What follows belongs to an exercise in optimizing a design on an open flow for small area and a short achievable clock period; a production flow would make more cautious choices.
RTL that was checked went through simulation tests only; none was proved equivalent to the original.
Power is estimated from default activity; no workload was simulated.

== harbor ==
Design MAC, start of the top module:
module MAC(clk, reset, X, Y, reg_Pro);
  input clk, reset;
  input [7:0] X;
  input [7:0] Y;
  output reg [15:0] reg_Pro;
  wire p00_d = X[0] & Y[0];
  wire p01_d = X[0] & Y[1];
  wire p02_d = X[0] & Y[2];
  wire p03_d = X[0] & Y[3];
  wire p04_d = X[0] & Y[4];
  wire p05_d = X[0] & Y[5];
  wire p06_d = X[0] & Y[6];
  wire p07_d = X[0] & Y[7];
  wire p10_d = X[1] & Y[0];
  wire p11_d = X[1] & Y[1];
  wire p12_d = X[1] & Y[2];
  wire p13_d = X[1] & Y[3];
  wire p14_d = X[1] & Y[4];
  wire p15_d = X[1] & Y[5];
  wire p16_d = X[1] & Y[6];
  wire p17_d = X[1] & Y[7];
  wire p20_d = X[2] & Y[0];
  wire p21_d = X[2] & Y[1];
  wire p22_d = X[2] & Y[2];
  wire p23_d = X[2] & Y[3];
  wire p24_d = X[2] & Y[4];
  wire p25_d = X[2] & Y[5];
  wire p26_d = X[2] & Y[6];
  wire p27_d = X[2] & Y[7];
  wire p30_d = X[3] & Y[0];
  wire p31_d = X[3] & Y[1];
  wire p32_d = X[3] & Y[2];
  wire p33_d = X[3] & Y[3];
  wire p34_d = X[3] & Y[4];
  wire p35_d = X[3] & Y[5];
  wire p36_d = X[3] & Y[6];
  wire p37_d = X[3] & Y[7];
  wire p40_d = X[4] & Y[0];
  wire p41_d = X[4] & Y[1];
  wire p42_d = X[4] & Y[2];
  wire p43_d = X[4] & Y[3];
  wire p44_d = X[4] & Y[4];
  ...
For scale: roughly 280 cells after synthesis, roughly 42 flip-flops, about 3100 um^2 of cells after synthesis.
clock: 5.5 ns
lec_check: 0
cap_margin: 20
core_margin: 2
core_utilization: 40
setup_slack_margin: 2.35
slew_margin: 20
synth_hierarchical: 1
synth_minimum_keep_size: 0
run.sh (not shown) runs the stock make flow with config.mk's settings and CLKGATE_MAP_FILE= SYNTH_SCRIPT=/design/flow/synth_recipe.tcl, a recipe that flattens the netlist after the stock synthesis.
harbor completed every stage of the flow, and the final layout passed the timing, design-rule and antenna checks.
Inputs modified between harbor and maple:
Settings: changing SETUP_SLACK_MARGIN from 2.35 to 2.2.
==> summary.txt <==
harbor -> maple: routed length per placed instance increased by a few percent
Delta (maple minus harbor): number of placement rows held steady; non-clock buffer count shrank by 1; post-cts resize count shrank by 13; buffers inserted during post-CTS setup optimization held steady.
Function was not checked in any run of this note: the RTL went through the layout flow alone.

========
Another version of the RTL of MAC (not shown whole).
For scale: ~34 I/O pins.
==> flow/design.v (excerpt) <==
module MAC(clk, reset, X, Y, reg_Pro);
  input clk, reset;
  input [7:0] X;
  input [7:0] Y;
  output reg [15:0] reg_Pro;
  wire p00_d = X[0] & Y[0];
  wire p01_d = X[0] & Y[1];
  wire p02_d = X[0] & Y[2];
  wire p03_d = X[0] & Y[3];
  wire p04_d = X[0] & Y[4];
  wire p05_d = X[0] & Y[5];
  wire p06_d = X[0] & Y[6];
  wire p07_d = X[0] & Y[7];
  wire p10_d = X[1] & Y[0];
  wire p11_d = X[1] & Y[1];
  wire p12_d = X[1] & Y[2];
  wire p13_d = X[1] & Y[3];
  wire p14_d = X[1] & Y[4];
  wire p15_d = X[1] & Y[5];
  wire p16_d = X[1] & Y[6];
  wire p17_d = X[1] & Y[7];
  wire p20_d = X[2] & Y[0];
  wire p21_d = X[2] & Y[1];
  wire p22_d = X[2] & Y[2];
  wire p23_d = X[2] & Y[3];
  wire p24_d = X[2] & Y[4];
  wire p25_d = X[2] & Y[5];
  wire p26_d = X[2] & Y[6];
  wire p27_d = X[2] & Y[7];
  wire p30_d = X[3] & Y[0];
  wire p31_d = X[3] & Y[1];
  wire p32_d = X[3] & Y[2];
  wire p33_d = X[3] & Y[3];
  wire p34_d = X[3] & Y[4];
  wire p35_d = X[3] & Y[5];
  wire p36_d = X[3] & Y[6];
  wire p37_d = X[3] & Y[7];
  wire p40_d = X[4] & Y[0];
  wire p41_d = X[4] & Y[1];
  wire p42_d = X[4] & Y[2];
  wire p43_d = X[4] & Y[3];
  wire p44_d = X[4] & Y[4];
  wire p45_d = X[4] & Y[5];
  wire p46_d = X[4] & Y[6];
  wire p47_d = X[4] & Y[7];
  wire p50_d = X[5] & Y[0];
  wire p51_d = X[5] & Y[1];
  wire p52_d = X[5] & Y[2];
  wire p53_d = X[5] & Y[3];
  wire p54_d = X[5] & Y[4];
  wire p55_d = X[5] & Y[5];
  wire p56_d = X[5] & Y[6];
  wire p57_d = X[5] & Y[7];
  wire p60_d = X[6] & Y[0];
  wire p61_d = X[6] & Y[1];
  wire p62_d = X[6] & Y[2];
  wire p63_d = X[6] & Y[3];
  ...
make LEC_CHECK=0 CAP_MARGIN=20 CORE_MARGIN=2 CORE_UTILIZATION=40 SETUP_SLACK_MARGIN=2.2 SLEW_MARGIN=20 finish   # period 5.5 ns
Change:
Settings changed: SETUP_SLACK_MARGIN 2.2 to 3.2.
After rerunning: The new run went through all stages and came out clean. Hold slack gains 11 ps. Final cell count climbs by 3.4%. Clock-buffer cell count drops by 1. Setup slack gains 18 ps. Via count climbs by 4.3%. Design area climbs by 14%. Die area does not change. Register-to-register slack gains 230 ps.

========
Another version of the RTL of MAC (not shown whole).
Size in the first run: roughly 370 cells after synthesis, ~34 I/O pins.
==> flow/config.mk <==
export PLATFORM = sky130hd
export DESIGN_NAME = MAC
export DESIGN_NICKNAME = MAC
export VERILOG_FILES = /design/flow/design.v
export SDC_FILE = /design/flow/constraint.sdc
export NUM_CORES = 4
export LEC_CHECK = 0
export CAP_MARGIN = 20
export CORE_MARGIN = 2
export CORE_UTILIZATION = 40
export SETUP_SLACK_MARGIN = 2.85
export SLEW_MARGIN = 20
export SYNTH_HIERARCHICAL = 1
export SYNTH_MINIMUM_KEEP_SIZE = 0
export TNS_END_PERCENT = 40
==> flow/constraint.sdc <==
create_clock -name core_clock -period 5.5 [get_ports {clk}]
set_input_delay 1.1000 -clock core_clock [delete_from_list [all_inputs] [get_ports {clk}]]
set_output_delay 1.1000 -clock core_clock [all_outputs]
set_load 0.01 [all_outputs]
standard.sh (not shown) runs the stock make flow with config.mk's settings and CLKGATE_MAP_FILE= SYNTH_SCRIPT=/design/flow/synth_recipe.tcl, a recipe that flattens the netlist after the stock synthesis.
==> flow/flow/run.sh <==
#!/bin/bash
# The standard layout (standard.sh) with two changes:
#  - the port buffers that placement inserts start as the smallest buffer;
#  - after the standard synthesis, combinational cells that abc sized up are set back to
#    drive strength 1 (same function and pins), before floorplan; the flow's repair steps
#    size up again the ones that need it. Registers are not touched.
set -euo pipefail
RES=$PWD/orfs/results/$FLOW_PLATFORM/MAC/base
ARGS=("BUFFER_PORTS_ARGS=-buffer_cell sky130_fd_sc_hd__buf_1")
bash standard.sh "${ARGS[@]}" $RES/1_2_yosys.v > synth.log 2>&1
python3 flow/downsize.py $RES/1_2_yosys.v > downsize.log 2>&1
bash standard.sh "${ARGS[@]}" finish > layout.log 2>&1
==> flow/flow/downsize.py <==
# Set abc-upsized combinational cells of the synthesized netlist back to drive strength 1.
import re,sys,collections
path=sys.argv[1]
lib=open('/OpenROAD-flow-scripts/flow/platforms/sky130hd/lib/sky130_fd_sc_hd__tt_025C_1v80.lib').read()
cells=set(re.findall(r'cell \("(sky130_fd_sc_hd__\w+)"\)',lib))
KEEP=('df','dl','sdf','edf','conb','clk','tap','fill','decap','diode','buf','inv','lpflow','probe','ebuf','einv','mux2i')
v=open(path).read()
cnt=collections.Counter()
def sub(m):
    name,base,size=m.group(0),m.group(1),m.group(2)
    short=base.replace('sky130_fd_sc_hd__','')
    if size=='1' or any(short.startswith(k) for k in KEEP): return name
    new='%s_1'%base
    if new not in cells: return name
    cnt[name+' -> '+new]+=1
    return new
v2=re.sub(r'\b(sky130_fd_sc_hd__[a-z0-9]+)_(\d+)\b(?=\s+\S+\s*\()',sub,v)
open(path,'w').write(v2)
for k,n in sorted(cnt.items()): print(n,k)
The baseline ran to the end with no violations.
Change:
--- a/flow/config.mk
+++ b/flow/config.mk
@@ -9,3 +9,3 @@
 export CORE_MARGIN = 2
-export CORE_UTILIZATION = 40
+export CORE_UTILIZATION = 75
 export SETUP_SLACK_MARGIN = 2.85
@@ -14,2 +14 @@
 export SYNTH_MINIMUM_KEEP_SIZE = 0
-export TNS_END_PERCENT = 40
Effect:
- The new run ran to the end with no violations
- non-clock buffer count increases by 1
- final cell count decreases by 10%
- power increases by 3.7%
- sequential share of layout area increases by 0.22 points
- area after synthesis does not change
- combinational power increases by about 6%
Change:
--- a/flow/config.mk
+++ b/flow/config.mk
@@ -9,3 +9,3 @@
 export CORE_MARGIN = 2
-export CORE_UTILIZATION = 75
+export CORE_UTILIZATION = 40
 export SETUP_SLACK_MARGIN = 2.85
Design area came out higher by 0.53%.
Cell count came out higher by 11%.
Clock power decreases by 24%.
Die area came out higher by 82%.
Hold slack barely changes.
Clock-buffer cell count stays the same.
Wire length falls by 6.9%.
Change:
--- a/flow/config.mk
+++ b/flow/config.mk
@@ -14 +14,2 @@
 export SYNTH_MINIMUM_KEEP_SIZE = 0
+export TNS_END_PERCENT = 10
After rerunning:
- final area shrinks by 1.1%
- clock power is higher by about 2%
- wire length shrinks by about 4%
- cell count is unchanged
- synthesized area is unchanged
- non-clock buffer count is unchanged
- total power shrinks by about 0.6%
- hold slack is worse by 7.3 ps
- global-route usage goes down by 0.85 points
- sequential share of layout area came out higher by 0.25 points
- setup slack got worse by 46 ps

-- port drivers added, routing unchanged --
Ports are ideal in the flow. The routed layouts listed here were re-timed in OpenROAD. Step 1 assumes that a clkbuf_16 drives the clock port and a buf_2 every other input. Step 2 moves the port delays by t, midway between the first and last clock arrival at a register: inputs arrive t later, outputs are due t later. That takes back most of the time a late clock gives input paths. Slacks: no drivers / after step 1 / after step 2; pairs: no drivers / after step 1.
run	t, ns	slack for setup (ns)	clock arrival spread, ns	slew at the worst register clock pin (ns)	worst data-port slew with drivers (ns)
harbor	0.315	2.372 / 2.363 / 2.048	0.008 / 0.008	0.08 / 0.08	0.05
maple	0.314	2.250 / 2.258 / 1.944	0.006 / 0.006	0.08 / 0.08	0.03
the first run of note 2	0.314	2.281 / 2.287 / 1.973	0.006 / 0.006	0.08 / 0.08	0.03
the second run of note 2	0.314	2.299 / 2.283 / 1.970	0.006 / 0.007	0.08 / 0.08	0.06
the first run of note 3	0.311	2.928 / 2.936 / 2.625	0.011 / 0.011	0.08 / 0.08	0.03
the second run of note 3	0.320	2.931 / 2.938 / 2.618	0.005 / 0.005	0.08 / 0.08	0.03
the third run of note 3	0.314	2.954 / 2.962 / 2.648	0.008 / 0.008	0.08 / 0.08	0.03
the fourth run of note 3	0.314	2.907 / 2.912 / 2.599	0.007 / 0.007	0.08 / 0.08	0.03
After both steps setup and hold are still met in every run listed. The setup slack of the second run of note 2, which loses most, moves by -0.016 ns with the drivers and by -0.329 ns with both steps.
